Background: an optimization exercise with open tools, aiming at small area and a short achievable clock period. Do not read the settings as production practice. RTL that was checked went through simulation tests only; none was proved equivalent to the original. Power figures rest on the tool's default switching activity, not on a simulated workload.

v6:
==> flow/design.v (excerpt) <==
module framer_o(
    input mclk,  
    input wclk,
    input [23:0] chan1,
    input [23:0] chan2,
    input [23:0] chan3,
    input [23:0] chan4,
    input [23:0] chan5,
    input [23:0] chan6,
    input [23:0] chan7,
    input [23:0] chan8,
    input [3:0] user,
    output reg adat
);
Size in the first run: about 210 cells after synthesis, roughly 18 flip-flops, about 200 I/O pins, about 1800 um2 of cells after synthesis.
clock: 6.0 ns
lec_check: 0
cap_margin: 20
core_margin: 2
core_utilization: 40
place_density: 0.6
setup_slack_margin: 4.1
slew_margin: 20
synth_hierarchical: 1
standard.sh (not shown) runs the stock make flow with config.mk's settings and CLKGATE_MAP_FILE= SYNTH_SCRIPT=/design/flow/synth_recipe.tcl, a recipe that flattens the netlist after the stock synthesis.
==> flow/flow/run.sh <==
#!/bin/bash
# The standard layout, with plain buf_1 cells as the port buffers
set -euo pipefail
bash standard.sh "BUFFER_PORTS_ARGS=-buffer_cell sky130_fd_sc_hd__buf_1" finish > standard_flow.log 2>&1
Inputs modified between v6 and v7:
diff --git a/flow/design.v b/flow/design.v
--- a/flow/design.v
+++ b/flow/design.v
@@ -193,23 +193,30 @@
 adat_nand4 n5_0 (.a({y5_0, y5_1, y5_2, y5_3}), .y(o5_0));
 wire o5_1;
 adat_nand4 n5_1 (.a({y5_4, y5_5, y5_6, y5_7}), .y(o5_1));
 wire o5_2;
 adat_nand3 n5_2 (.a({y5_8, y5_9, y5_10}), .y(o5_2));
 adat_oai31 f5 (.a({o5_0, o5_1, o5_2}), .b(b[5]), .y(pnd[5]));
-wire cb;
-adat_const cst (.G(G), .r(r), .user(user), .y(cb));
+wire [3:0] us;
+wire k;
+adat_const cst (.G(G), .r(r), .us(us), .k(k));
+wire yu, yk, p1, p2, cur;
+adat_aoi222 c_u (.a0(user[0]), .s0(us[0]), .a1(user[1]), .s1(us[1]), .a2(user[2]), .s2(us[2]), .y(yu));
+adat_aoi21 c_k (.a0(user[3]), .s0(us[3]), .b(k), .y(yk));
+adat_and4 c_p1 (.a(pn[3:0]), .y(p1));
+adat_and3 c_p2 (.a({yk, pn[5:4]}), .y(p2));
+adat_nand3 c_b (.a({yu, p1, p2}), .y(cur));
 wire [6:0] Gn;
 wire [2:0] rn;
 adat_next nx (.G(G), .r(r), .fs(fs), .Gn(Gn), .rn(rn));
 always @(posedge mclk) begin
     plr <= wclk;
     pn <= pnd;
     G <= Gn;
     r <= rn;
-    adat <= adat ^ (cb | ~&pn);
+    adat <= adat ^ cur;
 end
 endmodule
 module adat_dec (
     input [6:0] G,
     input [2:0] r,
     output [31:0] a,
@@ -250,25 +257,36 @@
 module adat_nor2 (input a, b, output y);
 assign y = ~(a | b);
 endmodule
 module adat_const (
     input [6:0] G,
     input [2:0] r,
-    input [3:0] user,
-    output y
+    output [3:0] us,
+    output k
 );
 wire r0 = ~r[2] & ~r[0];
 wire r1 = r[0] & ~r[1];
 wire r2 = r[1] & ~r[2];
 wire r3 = r[2] & r[0];
 wire r4 = r[2] & ~r[0];
 wire g50 = (G == 7'd50);
 wire g51 = (G == 7'd51);
-assign y = (r1 & (G <= 7'd48)) | (r2 & g50) | (r3 & g50 & user[0]) |
-           (r4 & g50 & user[1]) | (r0 & g51 & user[2]) |
-           (user[3] & ((G >= 7'd52) | (g51 & ~r0) | ((G == 7'd0) & r0)));
+assign k = (r1 & (G <= 7'd48)) | (r2 & g50);
+assign us[0] = r3 & g50;
+assign us[1] = r4 & g50;
+assign us[2] = r0 & g51;
+assign us[3] = (G >= 7'd52) | (g51 & ~r0) | ((G == 7'd0) & r0);
+endmodule
+module adat_aoi21 (input a0, s0, b, output y);
+assign y = ~((a0 & s0) | b);
+endmodule
+module adat_and4 (input [3:0] a, output y);
+assign y = &a;
+endmodule
+module adat_and3 (input [2:0] a, output y);
+assign y = &a;
 endmodule
 module adat_next (
     input [6:0] G,
     input [2:0] r,
     input fs,
     output [6:0] Gn,
Findings:
- Taking v6 as the reference, in v7 inverter count +2, post-layout total power rose by about 4%.
- v7: full flow OK, the timing, DRC and antenna checks passed
- The part of the power in the clock network reported for v7 is smaller than that of v6 by 0.4 points.
- Per the comparison of v7 with v6, combinational group share of total power now sits higher; critical path depth now sits lower; register area share after synthesis now sits lower.
Only the layout flow was run in v6; the RTL was not checked for function there.

==> afterwards: timing with drivers on the ports <==
How much do the figures lean on ideal ports? The routed layouts below were timed once more, with nothing changed but the port constraints.
Step 1, drivers: a clkbuf_16 drives mclk and a buf_2 each remaining input, both assumed.
Step 2 also shifts input and output timing later by t, the mid clock arrival at the registers, as if the neighbouring blocks saw the same clock.
Three values: ideal ports, drivers, drivers and shift; two values: the first two.
| run | t (ns) | slack for setup (ns) | hold slack, ns | slew at the worst register clock pin (ns) |
|---|---|---|---|---|
| v6 | 0.278 | 3.616 / 3.622 / 3.345 | 0.477 / 0.477 / 0.477 | 0.07 / 0.07 |
| v7 | 0.280 | 3.961 / 3.963 / 3.683 | 0.521 / 0.521 / 0.521 | 0.07 / 0.07 |
After both steps setup and hold are still met in every run listed. For v7, which loses most, drivers alone change the setup slack by +0.002 ns; drivers and shift together by -0.278 ns.
